This is an optimization exercise on Yosys and OpenROAD, whose aim is small area, a short achievable clock period and few clock cycles per item, not a production implementation.
Function was checked by simulation only, so behaviour that the tests miss may differ from the original.
Power figures rest on the tool's default switching activity, not on a simulated workload.

[config.mk]
export PLATFORM = sky130hd
export DESIGN_NAME = geofence
export DESIGN_NICKNAME = geofence
export VERILOG_FILES = /design/flow/design.v
export SDC_FILE = /design/flow/constraint.sdc
export NUM_CORES = 4
export LEC_CHECK = 0
export CAP_MARGIN = 20
export CORE_MARGIN = 2
export CORE_UTILIZATION = 35
export SLEW_MARGIN = 20
export SYNTH_HIERARCHICAL = 1
export SYNTH_MINIMUM_KEEP_SIZE = 0
[constraint.sdc]
create_clock -name core_clock -period 11.5 [get_ports {clk}]
set_input_delay 2.3000 -clock core_clock [delete_from_list [all_inputs] [get_ports {clk}]]
set_output_delay 2.3000 -clock core_clock [all_outputs]
set_load 0.01 [all_outputs]
[design.v]
module geofence (clk, reset, X, Y, valid, is_inside);
input clk;
input reset;
input [9:0] X;
input [9:0] Y;
output valid;
output is_inside;
reg [4:0] k;
reg [9:0] px, py;        
reg [11:0] ms, md;       
reg [21:0] q;            
reg [7:0] sg;            
reg [21:0] sa3, sb4;     
reg [21:0] r, l;         
reg [21:0] w, u;         
reg [7:0] occ;           
reg [7:0] vin, vout;     
reg k7;                  
reg vld, ins;            
reg sur;                 
reg line;                
wire xneg, xpos, yneg, ypos;
wire [9:0] xmag, ymag;
absd a_x (.a(X), .b(px), .neg(xneg), .pos(xpos), .mag(xmag));
absd a_y (.a(Y), .b(py), .neg(yneg), .pos(ypos), .mag(ymag));
wire [11:0] ms1 = ms - 12'd1;
wire [11:0] mdp = md + 12'd1;
wire uneg, un1, wneg, wn1;
sgn3 s_u (.a({2'b0, X}), .b({2'b0, Y}), .c(ms), .s(uneg));
sgn3 s_u1 (.a({2'b0, X}), .b({2'b0, Y}), .c(ms1), .s(un1));
sgn3 s_w (.a({2'b0, Y}), .b(~{2'b0, X}), .c(mdp), .s(wneg));
sgn3 s_w1 (.a({2'b0, Y}), .b(~{2'b0, X}), .c(md), .s(wn1));
wire upos = !un1;
wire wpos = !wn1;
wire [21:0] iq = {xneg, yneg, xmag, ymag};
always @(posedge clk) begin
    q <= iq;
    sg <= {xneg, xpos, yneg, ypos, uneg, upos, wneg, wpos};
end
wire [11:0] ims, imd;
pcon pc (.x(X), .y(Y), .ms(ims), .md(imd));
always @(posedge clk) begin
    if (k == 5'd0) begin
        px <= X;
        py <= Y;
        ms <= ims;
        md <= imd;
    end
end
wire done = valid;
always @(posedge clk) begin
    if (reset || done)
        k <= 5'd0;
    else
        k <= k + 5'd1;
end
wire ld_r = k == 5'd2 || k == 5'd6 || k == 5'd9 || k == 5'd12;
wire ld_l = k == 5'd7 || k == 5'd10 || k == 5'd13;
reg upd, upd1, upd2;     
always @(posedge clk) begin
    upd <= !reset && !done && (k == 5'd3 || k == 5'd5 || k == 5'd8 || k == 5'd11 || k == 5'd14);
    upd1 <= !reset && !done && k == 5'd3;
    upd2 <= !reset && !done && k == 5'd5;
end
always @(posedge clk) begin
    if (k == 5'd5 || k == 5'd7)
        sa3 <= q;
    if (k == 5'd6)
        sb4 <= q;
end
wire gxn = sg[7], gxp = sg[6], gyn = sg[5], gyp = sg[4];
wire gun = sg[3], gup = sg[2], gwn = sg[1], gwp = sg[0];
wire [7:0] cq = {gyn & !gun, !gxn & gun, gxn & !gwp, !gyp & gwp,
                 gyp & !gup, !gxp & gup, gxp & !gwn, !gyn & gwn};
always @(posedge clk) begin
    if (k == 5'd2)
        occ <= cq;
    else
        occ <= occ | cq;
end
wire [7:0] o = occ | cq;
wire [15:0] o2 = {o, o};
reg [7:0] succ, bad, tin, tout, fit;
integer c;
always @(*) begin
    for (c = 0; c < 8; c = c + 1)
        succ[c] = o2[c + 1 +: 3] != 3'd0;
    bad = o & ~succ;
end
wire [15:0] bad2 = {bad, bad};
always @(*) begin
    for (c = 0; c < 8; c = c + 1)
        fit[c] = o2[c + 4 +: 4] == 4'd0;
end
wire [15:0] fit2 = {fit, fit};
always @(*) begin
    for (c = 0; c < 8; c = c + 1) begin
        tin[c] = succ[c] && bad2[c + 1 +: 4] == 4'd0;
        tout[c] = fit2[c + 5 +: 4] != 4'd0;
    end
end
always @(posedge clk) begin
    vin <= tin;
    vout <= tin | tout;
    k7 <= !reset && !done && k == 5'd6;
end
wire wxs = w[21], wys = w[20], uxs = u[21], uys = u[20];
wire [9:0] wxm = w[19:10], wym = w[9:0], uxm = u[19:10], uym = u[9:0];
wire [20:0] ts, tc;
xtree tree (.wxm(wxm), .wym(wym), .uxm(uxm), .uym(uym), .s(ts), .c(tc));
reg [20:0] xs, xc;       
reg sa, sb, anz, bnz, opp;
always @(posedge clk) begin
    xs <= ts;
    xc <= tc;
    sa <= wxs ^ uys;
    sb <= wys ^ uxs;
    anz <= wxm != 10'd0 && uym != 10'd0;
    bnz <= wym != 10'd0 && uxm != 10'd0;
    opp <= (wxm != 10'd0 && uxm != 10'd0 && wxs != uxs) ||
           (wym != 10'd0 && uym != 10'd0 && wys != uys);
end
wire [20:0] cy = {1'b0, xs[19:0]} + {1'b0, xc[19:0]};
wire dneg = xs[20] ^ xc[20] ^ cy[20];
wire dz = (xs ^ xc) == {xs[19:0] | xc[19:0], 1'b0};
wire cn = (sa == sb) ? (sa ? !dneg && !dz : dneg) : (sa && (anz || bnz));
wire cp = (sa == sb) ? (sa ? dneg : !dneg && !dz) : (!sa && (anz || bnz));
reg crn, crp;            
always @(posedge clk) begin
    crn <= cn;
    crp <= cp;
end
reg rsw;
wire rn = upd1 ? cn : upd2 ? (rsw ? crp : cp) : crn;
wire rp = upd1 ? cp : upd2 ? (rsw ? crn : cn) : crp;
wire ln = upd1 ? cn : upd2 ? (rsw ? cp : crp) : cn;
wire lp = upd1 ? cp : upd2 ? (rsw ? cn : crn) : cp;
wire [21:0] v = u;       
always @(posedge clk) begin
    if (upd1)
        rsw <= rn && !lp;
end
reg [21:0] rnx, lnx;
reg surnx, linenx;
always @(*) begin
    rnx = r;
    lnx = l;
    surnx = sur;
    linenx = line;
    if (k == 5'd2) begin
        rnx = q;
        lnx = q;
        surnx = 1'b0;
        linenx = 1'b0;
    end else if (upd && !sur) begin
        if (line) begin
            linenx = 1'b0;
            if (rn) begin
                rnx = l;
                lnx = r;
            end
        end else if (rn && lp) begin
            surnx = 1'b1;
        end else if (!rn && lp) begin
            lnx = v;
        end else if (rn && !lp) begin
            rnx = v;
        end else if (!rn && !rp && !ln && !lp && opp) begin
            lnx = v;
            linenx = 1'b1;
        end
    end
end
always @(posedge clk) begin
    r <= rnx;
    l <= lnx;
    sur <= surnx;
    line <= linenx;
end
always @(posedge clk) begin
    if (ld_r)
        w <= rnx;
    else if (ld_l)
        w <= l;
    else if (k == 5'd3)
        w <= iq;
    case (k)
    5'd2: u <= iq;
    5'd4: u <= r;
    5'd5: u <= w;
    5'd6, 5'd12: u <= sa3;
    5'd9: u <= sb4;
    default: ;
    endcase
end
wire q_valid = k7 && (cq & vout) != 8'd0;
wire q_in = k7 && (cq & vin) != 8'd0;
always @(posedge clk) begin
    if (reset || done) begin
        vld <= 1'b0;
        ins <= 1'b0;
    end else begin
        vld <= (k >= 5'd7 && surnx) || k == 5'd15;
        ins <= k >= 5'd7 && surnx;
    end
end
assign valid = vld || q_valid;
assign is_inside = ins || q_in;
endmodule
module sgn3 (a, b, c, s);
input [11:0] a, b, c;
output s;
wire [11:0] t = a + b + c;
assign s = t[11];
endmodule
module absd (a, b, neg, pos, mag);
input [9:0] a, b;
output neg, pos;
output [9:0] mag;
wire [10:0] d = {1'b0, a} - {1'b0, b};
wire [10:0] n = {1'b0, b} - {1'b0, a};
assign neg = d[10];
assign pos = n[10];
assign mag = neg ? n[9:0] : d[9:0];
endmodule
module pcon (x, y, ms, md);
input [9:0] x, y;
output [11:0] ms, md;
assign ms = 12'd0 - {2'b0, x} - {2'b0, y};
assign md = {2'b0, x} - {2'b0, y};
endmodule
module xtree (wxm, wym, uxm, uym, s, c);
input [9:0] wxm, wym, uxm, uym;
output [20:0] s, c;
wire t1 = (wxm[0] & uym[9]) ^ ~(wym[0] & uxm[9]) ^ (wxm[1] & uym[8]);
wire t2 = ((wxm[0] & uym[9]) & ~(wym[0] & uxm[9])) | ((wxm[0] & uym[9]) & (wxm[1] & uym[8])) | (~(wym[0] & uxm[9]) & (wxm[1] & uym[8]));
wire t3 = (wxm[1] & uym[9]) ^ ~(wym[1] & uxm[9]);
wire t4 = (wxm[1] & uym[9]) & ~(wym[1] & uxm[9]);
wire t5 = (wxm[0] & uym[6]) ^ ~(wym[0] & uxm[6]) ^ (wxm[1] & uym[5]);
wire t6 = ((wxm[0] & uym[6]) & ~(wym[0] & uxm[6])) | ((wxm[0] & uym[6]) & (wxm[1] & uym[5])) | (~(wym[0] & uxm[6]) & (wxm[1] & uym[5]));
wire t7 = (wxm[0] & uym[7]) ^ ~(wym[0] & uxm[7]) ^ (wxm[1] & uym[6]);
wire t8 = ((wxm[0] & uym[7]) & ~(wym[0] & uxm[7])) | ((wxm[0] & uym[7]) & (wxm[1] & uym[6])) | (~(wym[0] & uxm[7]) & (wxm[1] & uym[6]));
wire t9 = ~(wym[1] & uxm[6]) ^ (wxm[2] & uym[5]) ^ ~(wym[2] & uxm[5]);
wire t10 = (~(wym[1] & uxm[6]) & (wxm[2] & uym[5])) | (~(wym[1] & uxm[6]) & ~(wym[2] & uxm[5])) | ((wxm[2] & uym[5]) & ~(wym[2] & uxm[5]));
wire t11 = (wxm[3] & uym[4]) ^ ~(wym[3] & uxm[4]);
wire t12 = (wxm[3] & uym[4]) & ~(wym[3] & uxm[4]);
wire t13 = (wxm[0] & uym[8]) ^ ~(wym[0] & uxm[8]) ^ (wxm[1] & uym[7]);
wire t14 = ((wxm[0] & uym[8]) & ~(wym[0] & uxm[8])) | ((wxm[0] & uym[8]) & (wxm[1] & uym[7])) | (~(wym[0] & uxm[8]) & (wxm[1] & uym[7]));
wire t15 = ~(wym[1] & uxm[7]) ^ (wxm[2] & uym[6]) ^ ~(wym[2] & uxm[6]);
wire t16 = (~(wym[1] & uxm[7]) & (wxm[2] & uym[6])) | (~(wym[1] & uxm[7]) & ~(wym[2] & uxm[6])) | ((wxm[2] & uym[6]) & ~(wym[2] & uxm[6]));
wire t17 = (wxm[3] & uym[5]) ^ ~(wym[3] & uxm[5]) ^ (wxm[4] & uym[4]);
wire t18 = ((wxm[3] & uym[5]) & ~(wym[3] & uxm[5])) | ((wxm[3] & uym[5]) & (wxm[4] & uym[4])) | (~(wym[3] & uxm[5]) & (wxm[4] & uym[4]));
wire t19 = ~(wym[4] & uxm[4]) ^ (wxm[5] & uym[3]) ^ ~(wym[5] & uxm[3]);
wire t20 = (~(wym[4] & uxm[4]) & (wxm[5] & uym[3])) | (~(wym[4] & uxm[4]) & ~(wym[5] & uxm[3])) | ((wxm[5] & uym[3]) & ~(wym[5] & uxm[3]));
wire t21 = (wxm[6] & uym[2]) ^ ~(wym[6] & uxm[2]);
wire t22 = (wxm[6] & uym[2]) & ~(wym[6] & uxm[2]);
wire t23 = ~(wym[1] & uxm[8]) ^ (wxm[2] & uym[7]) ^ ~(wym[2] & uxm[7]);
wire t24 = (~(wym[1] & uxm[8]) & (wxm[2] & uym[7])) | (~(wym[1] & uxm[8]) & ~(wym[2] & uxm[7])) | ((wxm[2] & uym[7]) & ~(wym[2] & uxm[7]));
wire t25 = (wxm[3] & uym[6]) ^ ~(wym[3] & uxm[6]) ^ (wxm[4] & uym[5]);
wire t26 = ((wxm[3] & uym[6]) & ~(wym[3] & uxm[6])) | ((wxm[3] & uym[6]) & (wxm[4] & uym[5])) | (~(wym[3] & uxm[6]) & (wxm[4] & uym[5]));
wire t27 = ~(wym[4] & uxm[5]) ^ (wxm[5] & uym[4]) ^ ~(wym[5] & uxm[4]);
wire t28 = (~(wym[4] & uxm[5]) & (wxm[5] & uym[4])) | (~(wym[4] & uxm[5]) & ~(wym[5] & uxm[4])) | ((wxm[5] & uym[4]) & ~(wym[5] & uxm[4]));
wire t29 = (wxm[6] & uym[3]) ^ ~(wym[6] & uxm[3]) ^ (wxm[7] & uym[2]);
wire t30 = ((wxm[6] & uym[3]) & ~(wym[6] & uxm[3])) | ((wxm[6] & uym[3]) & (wxm[7] & uym[2])) | (~(wym[6] & uxm[3]) & (wxm[7] & uym[2]));
wire t31 = ~(wym[7] & uxm[2]) ^ (wxm[8] & uym[1]) ^ ~(wym[8] & uxm[1]);
wire t32 = (~(wym[7] & uxm[2]) & (wxm[8] & uym[1])) | (~(wym[7] & uxm[2]) & ~(wym[8] & uxm[1])) | ((wxm[8] & uym[1]) & ~(wym[8] & uxm[1]));
wire t33 = (wxm[9] & uym[0]) ^ ~(wym[9] & uxm[0]);
wire t34 = (wxm[9] & uym[0]) & ~(wym[9] & uxm[0]);
wire t35 = (wxm[2] & uym[8]) ^ ~(wym[2] & uxm[8]) ^ (wxm[3] & uym[7]);
wire t36 = ((wxm[2] & uym[8]) & ~(wym[2] & uxm[8])) | ((wxm[2] & uym[8]) & (wxm[3] & uym[7])) | (~(wym[2] & uxm[8]) & (wxm[3] & uym[7]));
wire t37 = ~(wym[3] & uxm[7]) ^ (wxm[4] & uym[6]) ^ ~(wym[4] & uxm[6]);
wire t38 = (~(wym[3] & uxm[7]) & (wxm[4] & uym[6])) | (~(wym[3] & uxm[7]) & ~(wym[4] & uxm[6])) | ((wxm[4] & uym[6]) & ~(wym[4] & uxm[6]));
wire t39 = (wxm[5] & uym[5]) ^ ~(wym[5] & uxm[5]) ^ (wxm[6] & uym[4]);
wire t40 = ((wxm[5] & uym[5]) & ~(wym[5] & uxm[5])) | ((wxm[5] & uym[5]) & (wxm[6] & uym[4])) | (~(wym[5] & uxm[5]) & (wxm[6] & uym[4]));
wire t41 = ~(wym[6] & uxm[4]) ^ (wxm[7] & uym[3]) ^ ~(wym[7] & uxm[3]);
wire t42 = (~(wym[6] & uxm[4]) & (wxm[7] & uym[3])) | (~(wym[6] & uxm[4]) & ~(wym[7] & uxm[3])) | ((wxm[7] & uym[3]) & ~(wym[7] & uxm[3]));
wire t43 = (wxm[8] & uym[2]) ^ ~(wym[8] & uxm[2]) ^ (wxm[9] & uym[1]);
wire t44 = ((wxm[8] & uym[2]) & ~(wym[8] & uxm[2])) | ((wxm[8] & uym[2]) & (wxm[9] & uym[1])) | (~(wym[8] & uxm[2]) & (wxm[9] & uym[1]));
wire t45 = ~(wym[9] & uxm[1]) ^ 1'b1 ^ t2;
wire t46 = (~(wym[9] & uxm[1]) & 1'b1) | (~(wym[9] & uxm[1]) & t2) | (1'b1 & t2);
wire t47 = (wxm[2] & uym[9]) ^ ~(wym[2] & uxm[9]) ^ (wxm[3] & uym[8]);
wire t48 = ((wxm[2] & uym[9]) & ~(wym[2] & uxm[9])) | ((wxm[2] & uym[9]) & (wxm[3] & uym[8])) | (~(wym[2] & uxm[9]) & (wxm[3] & uym[8]));
wire t49 = ~(wym[3] & uxm[8]) ^ (wxm[4] & uym[7]) ^ ~(wym[4] & uxm[7]);
wire t50 = (~(wym[3] & uxm[8]) & (wxm[4] & uym[7])) | (~(wym[3] & uxm[8]) & ~(wym[4] & uxm[7])) | ((wxm[4] & uym[7]) & ~(wym[4] & uxm[7]));
wire t51 = (wxm[5] & uym[6]) ^ ~(wym[5] & uxm[6]) ^ (wxm[6] & uym[5]);
wire t52 = ((wxm[5] & uym[6]) & ~(wym[5] & uxm[6])) | ((wxm[5] & uym[6]) & (wxm[6] & uym[5])) | (~(wym[5] & uxm[6]) & (wxm[6] & uym[5]));
wire t53 = ~(wym[6] & uxm[5]) ^ (wxm[7] & uym[4]) ^ ~(wym[7] & uxm[4]);
wire t54 = (~(wym[6] & uxm[5]) & (wxm[7] & uym[4])) | (~(wym[6] & uxm[5]) & ~(wym[7] & uxm[4])) | ((wxm[7] & uym[4]) & ~(wym[7] & uxm[4]));
wire t55 = (wxm[8] & uym[3]) ^ ~(wym[8] & uxm[3]) ^ (wxm[9] & uym[2]);
wire t56 = ((wxm[8] & uym[3]) & ~(wym[8] & uxm[3])) | ((wxm[8] & uym[3]) & (wxm[9] & uym[2])) | (~(wym[8] & uxm[3]) & (wxm[9] & uym[2]));
wire t57 = (wxm[3] & uym[9]) ^ ~(wym[3] & uxm[9]) ^ (wxm[4] & uym[8]);
wire t58 = ((wxm[3] & uym[9]) & ~(wym[3] & uxm[9])) | ((wxm[3] & uym[9]) & (wxm[4] & uym[8])) | (~(wym[3] & uxm[9]) & (wxm[4] & uym[8]));
wire t59 = ~(wym[4] & uxm[8]) ^ (wxm[5] & uym[7]) ^ ~(wym[5] & uxm[7]);
wire t60 = (~(wym[4] & uxm[8]) & (wxm[5] & uym[7])) | (~(wym[4] & uxm[8]) & ~(wym[5] & uxm[7])) | ((wxm[5] & uym[7]) & ~(wym[5] & uxm[7]));
wire t61 = (wxm[6] & uym[6]) ^ ~(wym[6] & uxm[6]) ^ (wxm[7] & uym[5]);
wire t62 = ((wxm[6] & uym[6]) & ~(wym[6] & uxm[6])) | ((wxm[6] & uym[6]) & (wxm[7] & uym[5])) | (~(wym[6] & uxm[6]) & (wxm[7] & uym[5]));
wire t63 = (wxm[4] & uym[9]) ^ ~(wym[4] & uxm[9]) ^ (wxm[5] & uym[8]);
wire t64 = ((wxm[4] & uym[9]) & ~(wym[4] & uxm[9])) | ((wxm[4] & uym[9]) & (wxm[5] & uym[8])) | (~(wym[4] & uxm[9]) & (wxm[5] & uym[8]));
wire t65 = (wxm[0] & uym[4]) ^ ~(wym[0] & uxm[4]) ^ (wxm[1] & uym[3]);
wire t66 = ((wxm[0] & uym[4]) & ~(wym[0] & uxm[4])) | ((wxm[0] & uym[4]) & (wxm[1] & uym[3])) | (~(wym[0] & uxm[4]) & (wxm[1] & uym[3]));
wire t67 = (wxm[0] & uym[5]) ^ ~(wym[0] & uxm[5]) ^ (wxm[1] & uym[4]);
wire t68 = ((wxm[0] & uym[5]) & ~(wym[0] & uxm[5])) | ((wxm[0] & uym[5]) & (wxm[1] & uym[4])) | (~(wym[0] & uxm[5]) & (wxm[1] & uym[4]));
wire t69 = ~(wym[1] & uxm[4]) ^ (wxm[2] & uym[3]) ^ ~(wym[2] & uxm[3]);
wire t70 = (~(wym[1] & uxm[4]) & (wxm[2] & uym[3])) | (~(wym[1] & uxm[4]) & ~(wym[2] & uxm[3])) | ((wxm[2] & uym[3]) & ~(wym[2] & uxm[3]));
wire t71 = (wxm[3] & uym[2]) ^ ~(wym[3] & uxm[2]);
wire t72 = (wxm[3] & uym[2]) & ~(wym[3] & uxm[2]);
wire t73 = ~(wym[1] & uxm[5]) ^ (wxm[2] & uym[4]) ^ ~(wym[2] & uxm[4]);
wire t74 = (~(wym[1] & uxm[5]) & (wxm[2] & uym[4])) | (~(wym[1] & uxm[5]) & ~(wym[2] & uxm[4])) | ((wxm[2] & uym[4]) & ~(wym[2] & uxm[4]));
wire t75 = (wxm[3] & uym[3]) ^ ~(wym[3] & uxm[3]) ^ (wxm[4] & uym[2]);
wire t76 = ((wxm[3] & uym[3]) & ~(wym[3] & uxm[3])) | ((wxm[3] & uym[3]) & (wxm[4] & uym[2])) | (~(wym[3] & uxm[3]) & (wxm[4] & uym[2]));
wire t77 = ~(wym[4] & uxm[2]) ^ (wxm[5] & uym[1]) ^ ~(wym[5] & uxm[1]);
wire t78 = (~(wym[4] & uxm[2]) & (wxm[5] & uym[1])) | (~(wym[4] & uxm[2]) & ~(wym[5] & uxm[1])) | ((wxm[5] & uym[1]) & ~(wym[5] & uxm[1]));
wire t79 = (wxm[6] & uym[0]) ^ ~(wym[6] & uxm[0]);
wire t80 = (wxm[6] & uym[0]) & ~(wym[6] & uxm[0]);
wire t81 = (wxm[4] & uym[3]) ^ ~(wym[4] & uxm[3]) ^ (wxm[5] & uym[2]);
wire t82 = ((wxm[4] & uym[3]) & ~(wym[4] & uxm[3])) | ((wxm[4] & uym[3]) & (wxm[5] & uym[2])) | (~(wym[4] & uxm[3]) & (wxm[5] & uym[2]));
wire t83 = ~(wym[5] & uxm[2]) ^ (wxm[6] & uym[1]) ^ ~(wym[6] & uxm[1]);
wire t84 = (~(wym[5] & uxm[2]) & (wxm[6] & uym[1])) | (~(wym[5] & uxm[2]) & ~(wym[6] & uxm[1])) | ((wxm[6] & uym[1]) & ~(wym[6] & uxm[1]));
wire t85 = (wxm[7] & uym[0]) ^ ~(wym[7] & uxm[0]) ^ 1'b1;
wire t86 = ((wxm[7] & uym[0]) & ~(wym[7] & uxm[0])) | ((wxm[7] & uym[0]) & 1'b1) | (~(wym[7] & uxm[0]) & 1'b1);
wire t87 = t6 ^ t7 ^ t9;
wire t88 = (t6 & t7) | (t6 & t9) | (t7 & t9);
wire t89 = (wxm[7] & uym[1]) ^ ~(wym[7] & uxm[1]) ^ (wxm[8] & uym[0]);
wire t90 = ((wxm[7] & uym[1]) & ~(wym[7] & uxm[1])) | ((wxm[7] & uym[1]) & (wxm[8] & uym[0])) | (~(wym[7] & uxm[1]) & (wxm[8] & uym[0]));
wire t91 = ~(wym[8] & uxm[0]) ^ 1'b1 ^ t8;
wire t92 = (~(wym[8] & uxm[0]) & 1'b1) | (~(wym[8] & uxm[0]) & t8) | (1'b1 & t8);
wire t93 = t10 ^ t12 ^ t13;
wire t94 = (t10 & t12) | (t10 & t13) | (t12 & t13);
wire t95 = t15 ^ t17 ^ t19;
wire t96 = (t15 & t17) | (t15 & t19) | (t17 & t19);
wire t97 = 1'b1 ^ t1 ^ t14;
wire t98 = (1'b1 & t1) | (1'b1 & t14) | (t1 & t14);
wire t99 = t16 ^ t18 ^ t20;
wire t100 = (t16 & t18) | (t16 & t20) | (t18 & t20);
wire t101 = t22 ^ t23 ^ t25;
wire t102 = (t22 & t23) | (t22 & t25) | (t23 & t25);
wire t103 = t27 ^ t29 ^ t31;
wire t104 = (t27 & t29) | (t27 & t31) | (t29 & t31);
wire t105 = t3 ^ t24 ^ t26;
wire t106 = (t3 & t24) | (t3 & t26) | (t24 & t26);
wire t107 = t28 ^ t30 ^ t32;
wire t108 = (t28 & t30) | (t28 & t32) | (t30 & t32);
wire t109 = t34 ^ t35 ^ t37;
wire t110 = (t34 & t35) | (t34 & t37) | (t35 & t37);
wire t111 = t39 ^ t41 ^ t43;
wire t112 = (t39 & t41) | (t39 & t43) | (t41 & t43);
wire t113 = ~(wym[9] & uxm[2]) ^ t4 ^ t36;
wire t114 = (~(wym[9] & uxm[2]) & t4) | (~(wym[9] & uxm[2]) & t36) | (t4 & t36);
wire t115 = t38 ^ t40 ^ t42;
wire t116 = (t38 & t40) | (t38 & t42) | (t40 & t42);
wire t117 = t44 ^ t46 ^ t47;
wire t118 = (t44 & t46) | (t44 & t47) | (t46 & t47);
wire t119 = t49 ^ t51 ^ t53;
wire t120 = (t49 & t51) | (t49 & t53) | (t51 & t53);
wire t121 = ~(wym[7] & uxm[5]) ^ (wxm[8] & uym[4]) ^ ~(wym[8] & uxm[4]);
wire t122 = (~(wym[7] & uxm[5]) & (wxm[8] & uym[4])) | (~(wym[7] & uxm[5]) & ~(wym[8] & uxm[4])) | ((wxm[8] & uym[4]) & ~(wym[8] & uxm[4]));
wire t123 = (wxm[9] & uym[3]) ^ ~(wym[9] & uxm[3]) ^ t48;
wire t124 = ((wxm[9] & uym[3]) & ~(wym[9] & uxm[3])) | ((wxm[9] & uym[3]) & t48) | (~(wym[9] & uxm[3]) & t48);
wire t125 = t50 ^ t52 ^ t54;
wire t126 = (t50 & t52) | (t50 & t54) | (t52 & t54);
wire t127 = t56 ^ t57 ^ t59;
wire t128 = (t56 & t57) | (t56 & t59) | (t57 & t59);
wire t129 = ~(wym[5] & uxm[8]) ^ (wxm[6] & uym[7]) ^ ~(wym[6] & uxm[7]);
wire t130 = (~(wym[5] & uxm[8]) & (wxm[6] & uym[7])) | (~(wym[5] & uxm[8]) & ~(wym[6] & uxm[7])) | ((wxm[6] & uym[7]) & ~(wym[6] & uxm[7]));
wire t131 = (wxm[7] & uym[6]) ^ ~(wym[7] & uxm[6]) ^ (wxm[8] & uym[5]);
wire t132 = ((wxm[7] & uym[6]) & ~(wym[7] & uxm[6])) | ((wxm[7] & uym[6]) & (wxm[8] & uym[5])) | (~(wym[7] & uxm[6]) & (wxm[8] & uym[5]));
wire t133 = ~(wym[8] & uxm[5]) ^ (wxm[9] & uym[4]) ^ ~(wym[9] & uxm[4]);
wire t134 = (~(wym[8] & uxm[5]) & (wxm[9] & uym[4])) | (~(wym[8] & uxm[5]) & ~(wym[9] & uxm[4])) | ((wxm[9] & uym[4]) & ~(wym[9] & uxm[4]));
wire t135 = t58 ^ t60 ^ t62;
wire t136 = (t58 & t60) | (t58 & t62) | (t60 & t62);
wire t137 = (wxm[5] & uym[9]) ^ ~(wym[5] & uxm[9]) ^ (wxm[6] & uym[8]);
wire t138 = ((wxm[5] & uym[9]) & ~(wym[5] & uxm[9])) | ((wxm[5] & uym[9]) & (wxm[6] & uym[8])) | (~(wym[5] & uxm[9]) & (wxm[6] & uym[8]));
wire t139 = ~(wym[6] & uxm[8]) ^ (wxm[7] & uym[7]) ^ ~(wym[7] & uxm[7]);
wire t140 = (~(wym[6] & uxm[8]) & (wxm[7] & uym[7])) | (~(wym[6] & uxm[8]) & ~(wym[7] & uxm[7])) | ((wxm[7] & uym[7]) & ~(wym[7] & uxm[7]));
wire t141 = (wxm[8] & uym[6]) ^ ~(wym[8] & uxm[6]) ^ (wxm[9] & uym[5]);
wire t142 = ((wxm[8] & uym[6]) & ~(wym[8] & uxm[6])) | ((wxm[8] & uym[6]) & (wxm[9] & uym[5])) | (~(wym[8] & uxm[6]) & (wxm[9] & uym[5]));
wire t143 = (wxm[6] & uym[9]) ^ ~(wym[6] & uxm[9]) ^ (wxm[7] & uym[8]);
wire t144 = ((wxm[6] & uym[9]) & ~(wym[6] & uxm[9])) | ((wxm[6] & uym[9]) & (wxm[7] & uym[8])) | (~(wym[6] & uxm[9]) & (wxm[7] & uym[8]));
wire t145 = (wxm[0] & uym[2]) ^ ~(wym[0] & uxm[2]);
wire t146 = (wxm[0] & uym[2]) & ~(wym[0] & uxm[2]);
wire t147 = (wxm[0] & uym[3]) ^ ~(wym[0] & uxm[3]) ^ (wxm[1] & uym[2]);
wire t148 = ((wxm[0] & uym[3]) & ~(wym[0] & uxm[3])) | ((wxm[0] & uym[3]) & (wxm[1] & uym[2])) | (~(wym[0] & uxm[3]) & (wxm[1] & uym[2]));
wire t149 = ~(wym[1] & uxm[2]) ^ (wxm[2] & uym[1]) ^ ~(wym[2] & uxm[1]);
wire t150 = (~(wym[1] & uxm[2]) & (wxm[2] & uym[1])) | (~(wym[1] & uxm[2]) & ~(wym[2] & uxm[1])) | ((wxm[2] & uym[1]) & ~(wym[2] & uxm[1]));
wire t151 = ~(wym[1] & uxm[3]) ^ (wxm[2] & uym[2]) ^ ~(wym[2] & uxm[2]);
wire t152 = (~(wym[1] & uxm[3]) & (wxm[2] & uym[2])) | (~(wym[1] & uxm[3]) & ~(wym[2] & uxm[2])) | ((wxm[2] & uym[2]) & ~(wym[2] & uxm[2]));
wire t153 = (wxm[3] & uym[1]) ^ ~(wym[3] & uxm[1]) ^ (wxm[4] & uym[0]);
wire t154 = ((wxm[3] & uym[1]) & ~(wym[3] & uxm[1])) | ((wxm[3] & uym[1]) & (wxm[4] & uym[0])) | (~(wym[3] & uxm[1]) & (wxm[4] & uym[0]));
wire t155 = ~(wym[4] & uxm[0]) ^ 1'b1;
wire t156 = ~(wym[4] & uxm[0]) & 1'b1;
wire t157 = (wxm[4] & uym[1]) ^ ~(wym[4] & uxm[1]) ^ (wxm[5] & uym[0]);
wire t158 = ((wxm[4] & uym[1]) & ~(wym[4] & uxm[1])) | ((wxm[4] & uym[1]) & (wxm[5] & uym[0])) | (~(wym[4] & uxm[1]) & (wxm[5] & uym[0]));
wire t159 = ~(wym[5] & uxm[0]) ^ 1'b1 ^ t66;
wire t160 = (~(wym[5] & uxm[0]) & 1'b1) | (~(wym[5] & uxm[0]) & t66) | (1'b1 & t66);
wire t161 = t67 ^ t69 ^ t71;
wire t162 = (t67 & t69) | (t67 & t71) | (t69 & t71);
wire t163 = 1'b1 ^ t5 ^ t68;
wire t164 = (1'b1 & t5) | (1'b1 & t68) | (t5 & t68);
wire t165 = t70 ^ t72 ^ t73;
wire t166 = (t70 & t72) | (t70 & t73) | (t72 & t73);
wire t167 = t75 ^ t77 ^ t79;
wire t168 = (t75 & t77) | (t75 & t79) | (t77 & t79);
wire t169 = t11 ^ t74 ^ t76;
wire t170 = (t11 & t74) | (t11 & t76) | (t74 & t76);
wire t171 = t78 ^ t80 ^ t81;
wire t172 = (t78 & t80) | (t78 & t81) | (t80 & t81);
wire t173 = t83 ^ t85 ^ t87;
wire t174 = (t83 & t85) | (t83 & t87) | (t85 & t87);
wire t175 = t21 ^ t82 ^ t84;
wire t176 = (t21 & t82) | (t21 & t84) | (t82 & t84);
wire t177 = t86 ^ t88 ^ t89;
wire t178 = (t86 & t88) | (t86 & t89) | (t88 & t89);
wire t179 = t91 ^ t93 ^ t95;
wire t180 = (t91 & t93) | (t91 & t95) | (t93 & t95);
wire t181 = t33 ^ t90 ^ t92;
wire t182 = (t33 & t90) | (t33 & t92) | (t90 & t92);
wire t183 = t94 ^ t96 ^ t97;
wire t184 = (t94 & t96) | (t94 & t97) | (t96 & t97);
wire t185 = t99 ^ t101 ^ t103;
wire t186 = (t99 & t101) | (t99 & t103) | (t101 & t103);
wire t187 = t45 ^ t98 ^ t100;
wire t188 = (t45 & t98) | (t45 & t100) | (t98 & t100);
wire t189 = t102 ^ t104 ^ t105;
wire t190 = (t102 & t104) | (t102 & t105) | (t104 & t105);
wire t191 = t107 ^ t109 ^ t111;
wire t192 = (t107 & t109) | (t107 & t111) | (t109 & t111);
wire t193 = t55 ^ t106 ^ t108;
wire t194 = (t55 & t106) | (t55 & t108) | (t106 & t108);
wire t195 = t110 ^ t112 ^ t113;
wire t196 = (t110 & t112) | (t110 & t113) | (t112 & t113);
wire t197 = t115 ^ t117 ^ t119;
wire t198 = (t115 & t117) | (t115 & t119) | (t117 & t119);
wire t199 = t61 ^ t114 ^ t116;
wire t200 = (t61 & t114) | (t61 & t116) | (t114 & t116);
wire t201 = t118 ^ t120 ^ t121;
wire t202 = (t118 & t120) | (t118 & t121) | (t120 & t121);
wire t203 = t123 ^ t125 ^ t127;
wire t204 = (t123 & t125) | (t123 & t127) | (t125 & t127);
wire t205 = t63 ^ t122 ^ t124;
wire t206 = (t63 & t122) | (t63 & t124) | (t122 & t124);
wire t207 = t126 ^ t128 ^ t129;
wire t208 = (t126 & t128) | (t126 & t129) | (t128 & t129);
wire t209 = t131 ^ t133 ^ t135;
wire t210 = (t131 & t133) | (t131 & t135) | (t133 & t135);
wire t211 = ~(wym[9] & uxm[5]) ^ t64 ^ t130;
wire t212 = (~(wym[9] & uxm[5]) & t64) | (~(wym[9] & uxm[5]) & t130) | (t64 & t130);
wire t213 = t132 ^ t134 ^ t136;
wire t214 = (t132 & t134) | (t132 & t136) | (t134 & t136);
wire t215 = t137 ^ t139 ^ t141;
wire t216 = (t137 & t139) | (t137 & t141) | (t139 & t141);
wire t217 = ~(wym[7] & uxm[8]) ^ (wxm[8] & uym[7]) ^ ~(wym[8] & uxm[7]);
wire t218 = (~(wym[7] & uxm[8]) & (wxm[8] & uym[7])) | (~(wym[7] & uxm[8]) & ~(wym[8] & uxm[7])) | ((wxm[8] & uym[7]) & ~(wym[8] & uxm[7]));
wire t219 = (wxm[9] & uym[6]) ^ ~(wym[9] & uxm[6]) ^ t138;
wire t220 = ((wxm[9] & uym[6]) & ~(wym[9] & uxm[6])) | ((wxm[9] & uym[6]) & t138) | (~(wym[9] & uxm[6]) & t138);
wire t221 = t140 ^ t142 ^ t143;
wire t222 = (t140 & t142) | (t140 & t143) | (t142 & t143);
wire t223 = (wxm[7] & uym[9]) ^ ~(wym[7] & uxm[9]) ^ (wxm[8] & uym[8]);
wire t224 = ((wxm[7] & uym[9]) & ~(wym[7] & uxm[9])) | ((wxm[7] & uym[9]) & (wxm[8] & uym[8])) | (~(wym[7] & uxm[9]) & (wxm[8] & uym[8]));
wire t225 = ~(wym[8] & uxm[8]) ^ (wxm[9] & uym[7]) ^ ~(wym[9] & uxm[7]);
wire t226 = (~(wym[8] & uxm[8]) & (wxm[9] & uym[7])) | (~(wym[8] & uxm[8]) & ~(wym[9] & uxm[7])) | ((wxm[9] & uym[7]) & ~(wym[9] & uxm[7]));
wire t227 = (wxm[0] & uym[1]) ^ ~(wym[0] & uxm[1]);
wire t228 = (wxm[0] & uym[1]) & ~(wym[0] & uxm[1]);
wire t229 = (wxm[1] & uym[1]) ^ ~(wym[1] & uxm[1]) ^ (wxm[2] & uym[0]);
wire t230 = ((wxm[1] & uym[1]) & ~(wym[1] & uxm[1])) | ((wxm[1] & uym[1]) & (wxm[2] & uym[0])) | (~(wym[1] & uxm[1]) & (wxm[2] & uym[0]));
wire t231 = ~(wym[2] & uxm[0]) ^ 1'b1;
wire t232 = ~(wym[2] & uxm[0]) & 1'b1;
wire t233 = (wxm[3] & uym[0]) ^ ~(wym[3] & uxm[0]) ^ 1'b1;
wire t234 = ((wxm[3] & uym[0]) & ~(wym[3] & uxm[0])) | ((wxm[3] & uym[0]) & 1'b1) | (~(wym[3] & uxm[0]) & 1'b1);
wire t235 = t146 ^ t147 ^ t149;
wire t236 = (t146 & t147) | (t146 & t149) | (t147 & t149);
wire t237 = t65 ^ t148 ^ t150;
wire t238 = (t65 & t148) | (t65 & t150) | (t148 & t150);
wire t239 = t151 ^ t153 ^ t155;
wire t240 = (t151 & t153) | (t151 & t155) | (t153 & t155);
wire t241 = t152 ^ t154 ^ t156;
wire t242 = (t152 & t154) | (t152 & t156) | (t154 & t156);
wire t243 = t157 ^ t159 ^ t161;
wire t244 = (t157 & t159) | (t157 & t161) | (t159 & t161);
wire t245 = t158 ^ t160 ^ t162;
wire t246 = (t158 & t160) | (t158 & t162) | (t160 & t162);
wire t247 = t163 ^ t165 ^ t167;
wire t248 = (t163 & t165) | (t163 & t167) | (t165 & t167);
wire t249 = t164 ^ t166 ^ t168;
wire t250 = (t164 & t166) | (t164 & t168) | (t166 & t168);
wire t251 = t169 ^ t171 ^ t173;
wire t252 = (t169 & t171) | (t169 & t173) | (t171 & t173);
wire t253 = t170 ^ t172 ^ t174;
wire t254 = (t170 & t172) | (t170 & t174) | (t172 & t174);
wire t255 = t175 ^ t177 ^ t179;
wire t256 = (t175 & t177) | (t175 & t179) | (t177 & t179);
wire t257 = t176 ^ t178 ^ t180;
wire t258 = (t176 & t178) | (t176 & t180) | (t178 & t180);
wire t259 = t181 ^ t183 ^ t185;
wire t260 = (t181 & t183) | (t181 & t185) | (t183 & t185);
wire t261 = t182 ^ t184 ^ t186;
wire t262 = (t182 & t184) | (t182 & t186) | (t184 & t186);
wire t263 = t187 ^ t189 ^ t191;
wire t264 = (t187 & t189) | (t187 & t191) | (t189 & t191);
wire t265 = t188 ^ t190 ^ t192;
wire t266 = (t188 & t190) | (t188 & t192) | (t190 & t192);
wire t267 = t193 ^ t195 ^ t197;
wire t268 = (t193 & t195) | (t193 & t197) | (t195 & t197);
wire t269 = t194 ^ t196 ^ t198;
wire t270 = (t194 & t196) | (t194 & t198) | (t196 & t198);
wire t271 = t199 ^ t201 ^ t203;
wire t272 = (t199 & t201) | (t199 & t203) | (t201 & t203);
wire t273 = t200 ^ t202 ^ t204;
wire t274 = (t200 & t202) | (t200 & t204) | (t202 & t204);
wire t275 = t205 ^ t207 ^ t209;
wire t276 = (t205 & t207) | (t205 & t209) | (t207 & t209);
wire t277 = t206 ^ t208 ^ t210;
wire t278 = (t206 & t208) | (t206 & t210) | (t208 & t210);
wire t279 = t211 ^ t213 ^ t215;
wire t280 = (t211 & t213) | (t211 & t215) | (t213 & t215);
wire t281 = t212 ^ t214 ^ t216;
wire t282 = (t212 & t214) | (t212 & t216) | (t214 & t216);
wire t283 = t217 ^ t219 ^ t221;
wire t284 = (t217 & t219) | (t217 & t221) | (t219 & t221);
wire t285 = t144 ^ t218 ^ t220;
wire t286 = (t144 & t218) | (t144 & t220) | (t218 & t220);
wire t287 = t222 ^ t223 ^ t225;
wire t288 = (t222 & t223) | (t222 & t225) | (t223 & t225);
wire t289 = (wxm[8] & uym[9]) ^ ~(wym[8] & uxm[9]) ^ (wxm[9] & uym[8]);
wire t290 = ((wxm[8] & uym[9]) & ~(wym[8] & uxm[9])) | ((wxm[8] & uym[9]) & (wxm[9] & uym[8])) | (~(wym[8] & uxm[9]) & (wxm[9] & uym[8]));
wire t291 = ~(wym[9] & uxm[8]) ^ t224 ^ t226;
wire t292 = (~(wym[9] & uxm[8]) & t224) | (~(wym[9] & uxm[8]) & t226) | (t224 & t226);
wire t293 = (wxm[1] & uym[0]) ^ ~(wym[1] & uxm[0]);
wire t294 = (wxm[1] & uym[0]) & ~(wym[1] & uxm[0]);
wire t295 = t145 ^ t228 ^ t229;
wire t296 = (t145 & t228) | (t145 & t229) | (t228 & t229);
wire t297 = t230 ^ t232 ^ t233;
wire t298 = (t230 & t232) | (t230 & t233) | (t232 & t233);
wire t299 = t234 ^ t236 ^ t237;
wire t300 = (t234 & t236) | (t234 & t237) | (t236 & t237);
wire t301 = t238 ^ t240 ^ t241;
wire t302 = (t238 & t240) | (t238 & t241) | (t240 & t241);
wire t303 = t242 ^ t244 ^ t245;
wire t304 = (t242 & t244) | (t242 & t245) | (t244 & t245);
wire t305 = t246 ^ t248 ^ t249;
wire t306 = (t246 & t248) | (t246 & t249) | (t248 & t249);
wire t307 = t250 ^ t252 ^ t253;
wire t308 = (t250 & t252) | (t250 & t253) | (t252 & t253);
wire t309 = t254 ^ t256 ^ t257;
wire t310 = (t254 & t256) | (t254 & t257) | (t256 & t257);
wire t311 = t258 ^ t260 ^ t261;
wire t312 = (t258 & t260) | (t258 & t261) | (t260 & t261);
wire t313 = t262 ^ t264 ^ t265;
wire t314 = (t262 & t264) | (t262 & t265) | (t264 & t265);
wire t315 = t266 ^ t268 ^ t269;
wire t316 = (t266 & t268) | (t266 & t269) | (t268 & t269);
wire t317 = t270 ^ t272 ^ t273;
wire t318 = (t270 & t272) | (t270 & t273) | (t272 & t273);
wire t319 = t274 ^ t276 ^ t277;
wire t320 = (t274 & t276) | (t274 & t277) | (t276 & t277);
wire t321 = t278 ^ t280 ^ t281;
wire t322 = (t278 & t280) | (t278 & t281) | (t280 & t281);
wire t323 = t282 ^ t284 ^ t285;
wire t324 = (t282 & t284) | (t282 & t285) | (t284 & t285);
wire t325 = t286 ^ t288 ^ t289;
wire t326 = (t286 & t288) | (t286 & t289) | (t288 & t289);
wire t327 = (wxm[9] & uym[9]) ^ ~(wym[9] & uxm[9]) ^ t290;
wire t328 = ((wxm[9] & uym[9]) & ~(wym[9] & uxm[9])) | ((wxm[9] & uym[9]) & t290) | (~(wym[9] & uxm[9]) & t290);
wire t329 = (wxm[0] & uym[0]) ^ ~(wym[0] & uxm[0]);
wire t330 = (wxm[0] & uym[0]) & ~(wym[0] & uxm[0]);
wire t331 = 1'b1 ^ t227 ^ t293;
wire t332 = (1'b1 & t227) | (1'b1 & t293) | (t227 & t293);
wire t333 = t231 ^ t294 ^ t295;
wire t334 = (t231 & t294) | (t231 & t295) | (t294 & t295);
wire t335 = t235 ^ t296 ^ t297;
wire t336 = (t235 & t296) | (t235 & t297) | (t296 & t297);
wire t337 = t239 ^ t298 ^ t299;
wire t338 = (t239 & t298) | (t239 & t299) | (t298 & t299);
wire t339 = t243 ^ t300 ^ t301;
wire t340 = (t243 & t300) | (t243 & t301) | (t300 & t301);
wire t341 = t247 ^ t302 ^ t303;
wire t342 = (t247 & t302) | (t247 & t303) | (t302 & t303);
wire t343 = t251 ^ t304 ^ t305;
wire t344 = (t251 & t304) | (t251 & t305) | (t304 & t305);
wire t345 = t255 ^ t306 ^ t307;
wire t346 = (t255 & t306) | (t255 & t307) | (t306 & t307);
wire t347 = t259 ^ t308 ^ t309;
wire t348 = (t259 & t308) | (t259 & t309) | (t308 & t309);
wire t349 = t263 ^ t310 ^ t311;
wire t350 = (t263 & t310) | (t263 & t311) | (t310 & t311);
wire t351 = t267 ^ t312 ^ t313;
wire t352 = (t267 & t312) | (t267 & t313) | (t312 & t313);
wire t353 = t271 ^ t314 ^ t315;
wire t354 = (t271 & t314) | (t271 & t315) | (t314 & t315);
wire t355 = t275 ^ t316 ^ t317;
wire t356 = (t275 & t316) | (t275 & t317) | (t316 & t317);
wire t357 = t279 ^ t318 ^ t319;
wire t358 = (t279 & t318) | (t279 & t319) | (t318 & t319);
wire t359 = t283 ^ t320 ^ t321;
wire t360 = (t283 & t320) | (t283 & t321) | (t320 & t321);
wire t361 = t287 ^ t322 ^ t323;
wire t362 = (t287 & t322) | (t287 & t323) | (t322 & t323);
wire t363 = t291 ^ t324 ^ t325;
wire t364 = (t291 & t324) | (t291 & t325) | (t324 & t325);
wire t365 = t292 ^ t326 ^ t327;
wire t366 = (t292 & t326) | (t292 & t327) | (t326 & t327);
assign s[0] = 1'b1;
assign c[0] = t329;
assign s[1] = t330;
assign c[1] = t331;
assign s[2] = t332;
assign c[2] = t333;
assign s[3] = t334;
assign c[3] = t335;
assign s[4] = t336;
assign c[4] = t337;
assign s[5] = t338;
assign c[5] = t339;
assign s[6] = t340;
assign c[6] = t341;
assign s[7] = t342;
assign c[7] = t343;
assign s[8] = t344;
assign c[8] = t345;
assign s[9] = t346;
assign c[9] = t347;
assign s[10] = t348;
assign c[10] = t349;
assign s[11] = t350;
assign c[11] = t351;
assign s[12] = t352;
assign c[12] = t353;
assign s[13] = t354;
assign c[13] = t355;
assign s[14] = t356;
assign c[14] = t357;
assign s[15] = t358;
assign c[15] = t359;
assign s[16] = t360;
assign c[16] = t361;
assign s[17] = t362;
assign c[17] = t363;
assign s[18] = t364;
assign c[18] = t365;
assign s[19] = t328;
assign c[19] = t366;
assign s[20] = 1'b1;
assign c[20] = 1'b0;
endmodule
[flow/run.sh]
#!/bin/bash
# Standard layout, with timing repair aiming for a period of about 4.3 ns
# (setup margin 7.2 ns at the design's 11.5 ns clock).
set -euo pipefail
bash standard.sh SETUP_SLACK_MARGIN=7.2 finish > flow.log 2>&1
[standard.sh]
#!/bin/bash
# synth_recipe.tcl (not shown) runs the flow's synth.tcl, then flattens the netlist and writes it again
# the make line also repeats each setting of config.mk as NAME=value (left out here)
make -C /OpenROAD-flow-scripts/flow DESIGN_CONFIG=/design/flow/config.mk WORK_HOME=/design/flow/orfs CLKGATE_MAP_FILE= SYNTH_SCRIPT=/design/flow/synth_recipe.tcl "${@:-finish}"
==> summary.md <==
| Metric | Value |
|---|---|
| Status | `timing/DRC/antenna clean` |
| Detail Route Antenna Nets | `0` |
| Prevailing post-synth register cell | `edfxtp_1` |
| Hold-fix buffers at CTS | `0` |
| Global route total overflow | `0` |
| Startpoint Class | `primary input` |
| Leak | `approximately 11 nW` |
| Max-Cap Viols | `0` |
| Total Power | `roughly 6.8 mW` |
| Final setup fails | `0` |
| CTS clock-pin slew for the worst setup and hold paths | `0.06 ns` |
| Pre-CTS setup slack | `5.713 ns` |
| Largest net degree at the start of global routing | `49` |
| Vias/cell | `5.133` |
| Global-route wire length before repair | `96610 um` |
| Gr usage total | `17.55%` |
| YS warnings | `7` |
| Initial antenna violation count | `0` |
| Crit. End Element | `register` |
| Final Instance Area | `around 0.027 mm^2` |
| Fraction of registers with async set/reset | `0%` |
| N_diodes | `0` |
| Final hold viol count | `0` |
| Unrepaired setup endpoints after global routing | `true` |
| Clock Path Buffers | `3` |
| H-tree depth | `2` |
| Port buffer count | `23` |
| Nets@finish | `between 2000 and 3000` |
| Synthesized area | `~0.024 mm^2` |
| Register area share after synthesis | `31.35%` |
| Fillers | `around 6500` |
| CP Data Required Time | `11.90 ns` |
| Initial DRT Pass Iterations | `8` |
| WHS | `~0.45 ns` |
| DP Wirelength | `41850 um` |
| CTS tree | `yes` |
| CORE AREA | `between 0.06 and 0.07 mm^2` |
| Initial Utilization | `35.16%` |
| Yosys cell types | `78` |
| Vias in the first global route | `17763` |
| Peak VDD IR | `about 0.13 mV` |
| Clock skew | `0.01553 ns` |
| Final Max Tran Viols | `0` |
| I/O pin total | `24` |
| Setup CP Type | `in -> reg` |
| Tmin final | `4.349 ns` |
| Fmax | `between 200 and 250 MHz` |
| PwrDens | `253.0 mW/mm^2` |
| CTS Buf Count | `36` |
| Skew-Pair Late Insertion Delay | `0.55 ns` |
| TNS Setup | `0 ns` |
| Clock sinks | `291` |
| Rows | `95` |
| Avg WL per Cell | `18.62 um` |
| Max-slew headroom | `30.99%` |
| RePlAce Congestion | `0.8677` |
| Vias | `between 15000 and 20000` |
| Crit path max fanout | `7` |
| Yosys reg bits | `~290` |
| Die Area | `0.06932 mm^2` |
| DR iter-0 viols | `1357` |
| Share of cells above drive strength 1 | `about 13%` |
| Gate Count Post-Synth | `2369` |
| Period utilization | `37.82%` |
| Worst EP arrival | `4.75 ns` |
| Post-Syn Area per Cell | `9.932 um^2` |
| Die Ht | `263.3 um` |
| Die Wd | `263.3 um` |
| Worst-margin pin slew | `1.024 ns` |
| PnR worst setup slack | `7.151 ns` |
| Clock root cell | `clkbuf_16` |
| Final wirelength | `61740 um` |
| Placed instance area | `0.02429 mm^2` |
| Area Growth Syn to Fin | `13.79%` |
| HP Class | `reg -> reg` |
| Number of remaining DRC errors | `0` |
| EDFF count, synth | `155` |
[per-module statistics from Yosys, one instance, submodules excluded]
| module | flip-flops and latches | copies in the design | area (um^2) |
|---|---|---|---|
| pcon | 0 | 1 | 974.7 |
| geofence | 291 | 1 | 12950 |
| absd | 0 | 2 | 909.6 |
| sgn3 | 0 | 4 | 541.8 |
| xtree | 0 | 1 | 5618 |
[power by group]
part / internal [mW] / switching, mW
logic: 1.70 / 2.20
clock network: 0.663 / 0.469
registers: 1.50 / 0.242
total: 3.86 / 2.91
[cells by family (layout without fill, tap and decap cells)]
group / count (synthesis) / count (layout) / synth area share (%)
buf+inv: 504 / 560 / 9.529
simple gates: 577 / 579 / 12.16
flops: 291 / 291 / 31.35
compound gates: 431 / 432 / 12.64
fa+ha+maj: 374 / 374 / 26.56
mux: 85 / 85 / 3.807
xor+xnor: 103 / 103 / 3.898
other cells: 4 / 19 / 0.06379
[sequential cells by signal, indices dropped and copies added, names as in the netlist, 5 cells and up]
name / cells
sb4: 22
xc: 21
sa3: 22
ms: 12
occ: 8
w: 22
u: 22
q: 21
md: 12
r: 22
xs: 21
k: 5
l: 22
px: 10
vout: 8
py: 10
sg: 7
vin: 8
[worst max-delay path, stage by stage]
cell and delay [ns]:
buf_12 0.11, inv_12 0.03, ha_4 0.15, fa_2 0.34, and2b_2 0.26, o21bai_4 0.07, a311oi_4 0.29, nor2_4 0.09
buf_4 0.14, mux2i_1 0.23, xor2_1 0.33, mux2i_1 0.12, o21ai_0 0.15, o21bai_1 0.12
[placed cells by master, fill, tap and decap left out, drive strengths merged, types with 18 or more instances in the layout]
cell type / instances
clkbuf: 50
a211oi: 27
inv: 367
a21oi: 59
conb: 19
nand2: 223
edfxtp: 155
xnor2: 71
fa: 209
dfxtp: 136
a21boi: 23
o21ai: 130
a21o: 27
a22oi: 54
nand3: 32
xor2: 32
nand2b: 31
ha: 165
buf: 120
mux2i: 58
nor2b: 18
and3: 23
mux2: 27
o21bai: 28
a31oi: 33
nor2: 77
and2: 104
[repair_timing]
item	in CTS	in global routing
pin swaps	10	18
gates cloned	3	1
endpoints found under the setup margin	129	62
buffers inserted	20	69
resized for setup	168	61
[worst paths after layout]
kind               from      end  slack (ns)  cells past startpoint
setup / recovery   X[0]    w[15]        7.15                     14
hold / removal    q[14]  sb4[14]        0.45                      0
setup reg to reg  u[18]    xc[9]        7.28                      9
hold reg to reg   q[14]  sb4[14]        0.45                      0
[stage by stage]
stage	utilization, %	cells
after floorplan	-	2384
after global routing	40.01	3316
after global placement	36.29	3158
final	40.01	3316
after CTS	38.64	3246
after detailed placement	36.29	3158
[cell usage after synthesis, drive strengths merged (27+ instances only)]
library cell    n  area, um^2
a211oi         27       215.2
a21o           27       202.7
a21oi          59       302.8
a22oi          54       405.4
a31oi          33       266.5
and2          104       650.6
buf            86       670.6
clkbuf         52       197.7
dfxtp         136        2723
edfxtp        155        4654
fa            209        4184
ha            165        2064
inv           366        1374
mux2           27       315.3
mux2i          58       580.6
nand2         223       837.1
nand2b         31       193.9
nand3          32       160.2
nor2           75       296.5
o21ai         129       653.1
o21bai         28       236.5
xnor2          71       636.9
xor2           32       280.3
[area by class of cell]
| type | count | area, um^2 | share of cell area (%) |
|---|---|---|---|
| repair buffers | 129 | 1184 | 4.421 |
| flip-flops and latches | 291 | 7380 | 27.56 |
| clock buffers | 46 | 1032 | 3.855 |
| clock inverters | 19 | 156.4 | 0.5841 |
| well taps | 873 | 1092 | 4.080 |
| inverters | 366 | 1399 | 5.225 |
| multi-input cells | 1592 | 14530 | 54.27 |
[metal layers]
metal	track usage (%)	up-vias	part of all wire (%)
li1	-	7892	-
met1	21.32	8383	41
met2	31.30	574	50
met3	2.404	171	5.6
met4	7.058	0	3.8
met5	0	-	0
Testbench counts, summed over its fixed seeds: cycles 14,865, items 1,600.

-- re-timing with driven ports --
In the flow no input, the clock included, has a driving cell. The finished layout below was timed again as built, in two steps. Step 1 (the two cells are an assumption about what drives the block):
set clk [get_ports {clk}]
set_driving_cell -lib_cell sky130_fd_sc_hd__clkbuf_16 $clk
set_driving_cell -lib_cell sky130_fd_sc_hd__buf_2 [delete_from_list [all_inputs] $clk]
Step 2 times the ports against the registers' clock, not the clock port: input delays grow and output delays shrink by t, the midpoint of the rising clock arrivals with the driver on. Three values: ideal ports, drivers, drivers and shift; two values: the first two.
t, ns: 0.598
setup slack, ns: 7.151 / 7.141 / 6.543
latest minus earliest clock arrival (ns): 0.015 / 0.016
cell pins on the clock port's net: 1
After both steps this run still meets setup and hold. For this run, drivers alone change the setup slack by -0.010 ns; drivers and shift together by -0.608 ns.
